This is an optimization exercise on Yosys and OpenROAD, whose aim is small area, not a production implementation.
Function was checked by simulation only, so behaviour that the tests miss may differ from the original.
No activity file was given, so power comes from the tool's default toggle rates.

==> flow/design.v <==
package noc;
  parameter int unsigned PortQueueDepth = 4;
  parameter int unsigned xMax = 16;
  parameter int unsigned yMax = 16;
  parameter int unsigned messageTypeWidth = 5;
  parameter bit [4:0] AllPorts               = 5'b11111;
  parameter bit [4:0] TopLeftRouterPorts     = 5'b11010;
  parameter bit [4:0] TopRightRouterPorts    = 5'b10110;
  parameter bit [4:0] BottomLeftRouterPorts  = 5'b11001;
  parameter bit [4:0] BottomRightRouterPorts = 5'b10101;
  typedef enum logic [2:0] {
    kNorthPort = 3'd0,
    kSouthPort = 3'd1,
    kWestPort  = 3'd2,
    kEastPort  = 3'd3,
    kLocalPort = 3'd4
  } noc_port_t;
  typedef struct packed {
    logic        go_local;
    logic        go_east;
    logic        go_west;
    logic        go_south;
    logic        go_north;
  } direction_t;
  parameter direction_t goNorth = 5'b00001;
  parameter direction_t goSouth = 5'b00010;
  parameter direction_t goWest = 5'b00100;
  parameter direction_t goEast = 5'b01000;
  parameter direction_t goLocal = 5'b10000;
  parameter int unsigned xWidth = $clog2(xMax);
  parameter int unsigned yWidth = $clog2(xMax);
  typedef struct packed {
    logic [yWidth-1:0] y;
    logic [xWidth-1:0] x;
  } xy_t;
  typedef enum logic {
    kFlowControlAckNack = 1'b0,
    kFlowControlCreditBased = 1'b1
  } noc_flow_control_t;
  parameter int unsigned CreditsWidth = $clog2(PortQueueDepth + 1);
  typedef logic [4:0][CreditsWidth-1:0] credits_t;
  typedef logic [messageTypeWidth-1:0] message_t;
  typedef struct packed {
    logic head;
    logic tail;
  } preamble_t;
endpackage
module router_fifo
  #(
    parameter int unsigned Width = 34
    )
  (
   input  logic clk,
   input  logic rst,
   input  logic rdreq,
   input  logic wrreq,
   input  logic [Width-1:0] data_in,
   output logic empty,
   output logic full,
   output logic [Width-1:0] data_out
   );
  logic [3:0][Width-1:0] mem;
  logic [1:0] rd_ptr, wr_ptr, rd_ptr_next, wr_ptr_next;
  logic valid_read, valid_write;
  assign valid_read = rdreq & ~empty;
  assign valid_write = empty ? wrreq & ~rdreq : wrreq & ~full;
  assign rd_ptr_next = {rd_ptr[0], ~rd_ptr[1]};
  assign wr_ptr_next = {wr_ptr[0], ~wr_ptr[1]};
  always_ff @(posedge clk) begin
    if (rst) begin
      rd_ptr <= '0;
      wr_ptr <= '0;
      empty <= 1'b1;
      full <= 1'b0;
    end else begin
      if (valid_read) rd_ptr <= rd_ptr_next;
      if (valid_write) wr_ptr <= wr_ptr_next;
      if (valid_write & ~valid_read) begin
        empty <= 1'b0;
        full <= wr_ptr_next == rd_ptr;
      end else if (~valid_write & valid_read) begin
        empty <= rd_ptr_next == wr_ptr;
        full <= 1'b0;
      end
    end
  end
  for (genvar g_i = 0; g_i < 4; g_i++) begin : gen_mem
    always_ff @(posedge clk) begin
      if (valid_write && wr_ptr == g_i) mem[g_i] <= data_in;
    end
  end
  logic [3:0] rd_sel;
  always_comb begin
    data_out = {Width{empty}} & data_in;
    for (int k = 0; k < 4; k++) begin
      rd_sel[k] = ~empty & (rd_ptr == k);
      data_out = data_out | ({Width{rd_sel[k]}} & mem[k]);
    end
  end
endmodule
module lookahead_routing
  #(
    parameter int unsigned Dir = 0   
    )
  (
   input  logic [7:0] position,      
   input  logic [7:0] destination,   
   output logic [4:0] next_routing   
   );
  logic [3:0] px, py, dx, dy;
  assign {py, px} = position;
  assign {dy, dx} = destination;
  logic [4:0] y_route;
  assign y_route = dy > py ? noc::goSouth : dy < py ? noc::goNorth : noc::goLocal;
  if (Dir == 0) begin : gen_north
    assign next_routing = dy == py - 4'd1 ? noc::goLocal : noc::goNorth;
  end else if (Dir == 1) begin : gen_south
    assign next_routing = dy == py + 4'd1 ? noc::goLocal : noc::goSouth;
  end else if (Dir == 2) begin : gen_west
    assign next_routing = dx == px - 4'd1 ? y_route : noc::goWest;
  end else begin : gen_east
    assign next_routing = dx == px + 4'd1 ? y_route : noc::goEast;
  end
endmodule
module router_arbiter
  #(
    parameter bit [4:0] Allowed = 5'b11110
    )
  (
   input  logic clk,
   input  logic rst,
   input  logic [4:0] request,
   input  logic update,
   output logic [4:0] grant,
   output logic [4:0] last
   );
  logic [4:0][4:0] beats;   
  logic [24:0] pri_w;       
  for (genvar a = 0; a < 5; a++) begin : gen_a
    for (genvar b = 0; b < 5; b++) begin : gen_b
      if (a < b && Allowed[a] && Allowed[b]) begin : gen_pair
        logic pri;
        always_ff @(posedge clk) begin
          if (rst) begin
            pri <= 1'b1;
          end else if (update & grant[a]) begin
            pri <= 1'b0;
          end else if (update & grant[b]) begin
            pri <= 1'b1;
          end
        end
        assign pri_w[5*a+b] = pri;
        assign beats[a][b] = pri;
      end else if (a > b && Allowed[a] && Allowed[b]) begin : gen_pair_t
        assign pri_w[5*a+b] = 1'b0;
        assign beats[a][b] = ~pri_w[5*b+a];
      end else begin : gen_none
        assign pri_w[5*a+b] = 1'b0;
        assign beats[a][b] = 1'b0;
      end
    end
  end
  for (genvar b = 0; b < 5; b++) begin : gen_grant
    logic [4:0] blocked;
    for (genvar a = 0; a < 5; a++) begin : gen_block
      assign blocked[a] = request[a] & beats[a][b];
    end
    assign grant[b] = Allowed[b] & request[b] & ~|blocked;
  end
  for (genvar b = 0; b < 5; b++) begin : gen_last
    logic [4:0] above;
    for (genvar a = 0; a < 5; a++) begin : gen_above
      assign above[a] = ~Allowed[a] | (a == b) | beats[a][b];
    end
    assign last[b] = Allowed[b] & &above;
  end
endmodule
module lookahead_router
  #(
    parameter bit FlowControl = 1'b0,   
    parameter int unsigned DataWidth = 32,
    parameter int unsigned PortWidth = DataWidth + 2,
    parameter bit [4:0] Ports = 5'b11111
    )
  (
   input  logic clk,
   input  logic rst,
   input  logic [7:0] position,
   input  logic [PortWidth-1:0] data_n_in,
   input  logic [PortWidth-1:0] data_s_in,
   input  logic [PortWidth-1:0] data_w_in,
   input  logic [PortWidth-1:0] data_e_in,
   input  logic [PortWidth-1:0] data_p_in,
   input  logic [4:0] data_void_in,
   output logic [4:0] stop_out,
   output logic [PortWidth-1:0] data_n_out,
   output logic [PortWidth-1:0] data_s_out,
   output logic [PortWidth-1:0] data_w_out,
   output logic [PortWidth-1:0] data_e_out,
   output logic [PortWidth-1:0] data_p_out,
   output logic [4:0] data_void_out,
   input  logic [4:0] stop_in
   );
  localparam int unsigned HeadBit = PortWidth - 1;
  localparam int unsigned TailBit = PortWidth - 2;
  localparam int unsigned DstLsb = 16;
  localparam bit [24:0] Allowed = {5'b01111,    
                                       5'b10100,    
                                       5'b11000,    
                                       5'b11101,    
                                       5'b11110};   
  logic [4:0][PortWidth-1:0] data_in;
  logic [4:0][PortWidth-1:0] fifo_head;
  logic [4:0][PortWidth-1:0] last_flit;
  logic [4:0][PortWidth-1:0] data_out;
  logic [4:0] empty, full, in_valid, in_valid_head, rd_fifo;
  logic [4:0][4:0] request;    
  logic [4:0][4:0] grant;      
  logic [4:0][4:0] select;     
  logic [4:0][4:0] saved_select;
  logic [4:0] state;           
  assign data_in[0] = data_n_in;
  assign data_in[1] = data_s_in;
  assign data_in[2] = data_w_in;
  assign data_in[3] = data_e_in;
  assign data_in[4] = data_p_in;
  assign data_n_out = data_out[0];
  assign data_s_out = data_out[1];
  assign data_w_out = data_out[2];
  assign data_e_out = data_out[3];
  assign data_p_out = data_out[4];
  for (genvar g_i = 0; g_i < 5; g_i++) begin : gen_input
    always_comb begin
      rd_fifo[g_i] = 1'b0;
      for (int o = 0; o < 5; o++) rd_fifo[g_i] = rd_fifo[g_i] | (select[o][g_i] & ~stop_in[o]);
    end
    router_fifo #(.Width(PortWidth)) input_queue (
      .clk(clk),
      .rst(rst),
      .rdreq(rd_fifo[g_i]),
      .wrreq(~data_void_in[g_i]),
      .data_in(data_in[g_i]),
      .empty(empty[g_i]),
      .full(full[g_i]),
      .data_out(fifo_head[g_i])
    );
    assign in_valid[g_i] = ~(empty[g_i] & data_void_in[g_i]);
    assign in_valid_head[g_i] = in_valid[g_i] & fifo_head[g_i][HeadBit];
    assign stop_out[g_i] = full[g_i];
  end
  for (genvar g_o = 0; g_o < 5; g_o++) begin : gen_output
    logic [PortWidth-1:0] crossbar;
    logic out_valid, forwarding;
    for (genvar g_i = 0; g_i < 5; g_i++) begin : gen_request
      assign request[g_o][g_i] = Allowed[5*g_o+g_i] & in_valid_head[g_i] & fifo_head[g_i][g_o];
    end
    router_arbiter #(.Allowed(Allowed[5*g_o +: 5])) arbiter_i (
      .clk(clk),
      .rst(rst),
      .request(request[g_o]),
      .update(forwarding & crossbar[HeadBit]),
      .grant(grant[g_o]),
      .last(saved_select[g_o])
    );
    assign select[g_o] = (state[g_o] ? saved_select[g_o] : grant[g_o]) & Allowed[5*g_o +: 5];
    always_comb begin
      crossbar = '0;
      out_valid = 1'b0;
      for (int i = 0; i < 5; i++) begin
        if (Allowed[5*g_o+i]) begin
          crossbar = crossbar | ({PortWidth{select[g_o][i]}} & fifo_head[i]);
          out_valid = out_valid | (select[g_o][i] & in_valid[i]);
        end
      end
    end
    assign forwarding = ~stop_in[g_o] & out_valid;
    always_ff @(posedge clk) begin
      if (rst) begin
        state[g_o] <= 1'b0;
      end else if (forwarding & crossbar[TailBit]) begin
        state[g_o] <= 1'b0;
      end else if (forwarding & crossbar[HeadBit]) begin
        state[g_o] <= 1'b1;
      end
    end
    always_ff @(posedge clk) begin
      if (~stop_in[g_o]) last_flit[g_o] <= crossbar;
    end
    if (g_o < 4) begin : gen_lookahead
      logic [4:0] next_routing;
      lookahead_routing #(.Dir(g_o)) lookahead_routing_i (
        .position(position),
        .destination(last_flit[g_o][DstLsb+7:DstLsb]),
        .next_routing(next_routing)
      );
      assign data_out[g_o] = {last_flit[g_o][PortWidth-1:5],
                              last_flit[g_o][HeadBit] ? next_routing : last_flit[g_o][4:0]};
    end else begin : gen_local
      assign data_out[g_o] = last_flit[g_o];
    end
    always_ff @(posedge clk) begin
      if (rst) begin
        data_void_out[g_o] <= 1'b1;
      end else if (~stop_in[g_o]) begin
        data_void_out[g_o] <= ~out_valid;
      end
    end
  end
endmodule
Settings: LEC_CHECK=0, CAP_MARGIN=20, CORE_MARGIN=2, CORE_UTILIZATION=55, CTS_CLUSTER_DIAMETER=100, CTS_CLUSTER_SIZE=25, PLACE_DENSITY=0.7, SETUP_SLACK_MARGIN=0.0, SLEW_MARGIN=20; clock period 5.5 ns.
standard.sh (not shown) runs the stock make flow with config.mk's settings and CLKGATE_MAP_FILE= SYNTH_SCRIPT=/design/flow/synth_recipe.tcl, a recipe that flattens the netlist after the stock synthesis.
==> flow/flow/run.sh <==
#!/bin/bash
# Layout flow: the standard ORFS flow (standard.sh) with two changes:
#  - synthesis is the standard one (synth_recipe.tcl, same passes, same registers), except that the
#    final ABC technology mapping uses an area-oriented script (flow/area.abc);
#  - ports are buffered with the smallest buffer (sky130_fd_sc_hd__buf_1).
# Each tool's full output goes to the ORFS logs under orfs/logs/; make's output to flow_make.log.
set -euo pipefail
here=$(pwd)
export MY_ABC_SCRIPT="$here/flow/area.abc"
export BUFFER_PORTS_ARGS="-buffer_cell sky130_fd_sc_hd__buf_1"
# Synthesis script: the standard flow's, with abc's -script argument pointing at flow/area.abc
{
  echo 'proc abc {args} {'
  echo '  set i [lsearch $args -script]'
  echo '  if { $i >= 0 } { lset args [expr {$i + 1}] $::env(MY_ABC_SCRIPT) }'
  echo '  yosys abc {*}$args'
  echo '}'
  cat synth_recipe.tcl
} > "$here/area_synth.tcl"
sed "s#SYNTH_SCRIPT=[^ ]*#SYNTH_SCRIPT=$here/area_synth.tcl#" standard.sh > "$here/area_standard.sh"
grep -q "SYNTH_SCRIPT=$here/area_synth.tcl" "$here/area_standard.sh"
bash "$here/area_standard.sh" finish > flow_make.log 2>&1
==> flow/flow/area.abc <==
strash
&get -n
&st
&dch
&nf -a -p -F 6 -A 6
&put
topo
Next try:
--- a/flow/design.v
+++ b/flow/design.v
@@ -87,5 +87,5 @@
   for (genvar g_i = 0; g_i < 4; g_i++) begin : gen_mem
     always_ff @(posedge clk) begin
-      if (valid_write && wr_ptr == g_i) mem[g_i] <= data_in;
+      if (wr_ptr == g_i && !full) mem[g_i] <= data_in;
     end
   end
=> The changed run finished clean; final cell count shrinks by about 1.5%; total power goes up by about 5%; area after synthesis hardly moves; core utilization came out lower by 0.46 points; clock skew rises by 0.0043 ns; setup slack gains 0.20 ns; die area stays flat; critical path depth went down by 1; final area drops by 0.75%; clock power falls by about 4%; count of clock-buffer cells in the layout falls by 1; synthesized cell count is lower by about 1.6%.

static timing again, ports no longer ideal:
In the flow no input, the clock included, has a driving cell. The finished layouts below were timed again as built, in two steps. Step 1, drivers: a clkbuf_16 drives clk and a buf_2 each remaining input, both assumed. Step 2 moves the port delays by t, midway between the first and last clock arrival at a register: inputs arrive t later, outputs are due t later. That takes back most of the time a late clock gives input paths. a / b / c = ideal ports / drivers / drivers and shift; a / b = the first two.
| run | shift t [ns] | setup slack, ns | worst hold slack (ns) | worst setup path after step 2 | worst slew at a driven data input, ns |
|---|---|---|---|---|---|
| the first run | 0.671 | 0.402 / 0.402 / 0.309 | 0.507 / 0.507 / 0.507 | input to register | 0.12 |
| the second run | 0.672 | 0.606 / 0.606 / 0.391 | 0.516 / 0.516 / 0.516 | input to register | 0.12 |
After both steps every run listed still meets setup and hold. The setup slack of the second run, which loses most, moves by 0.000 ns with the drivers and by -0.215 ns with both steps.
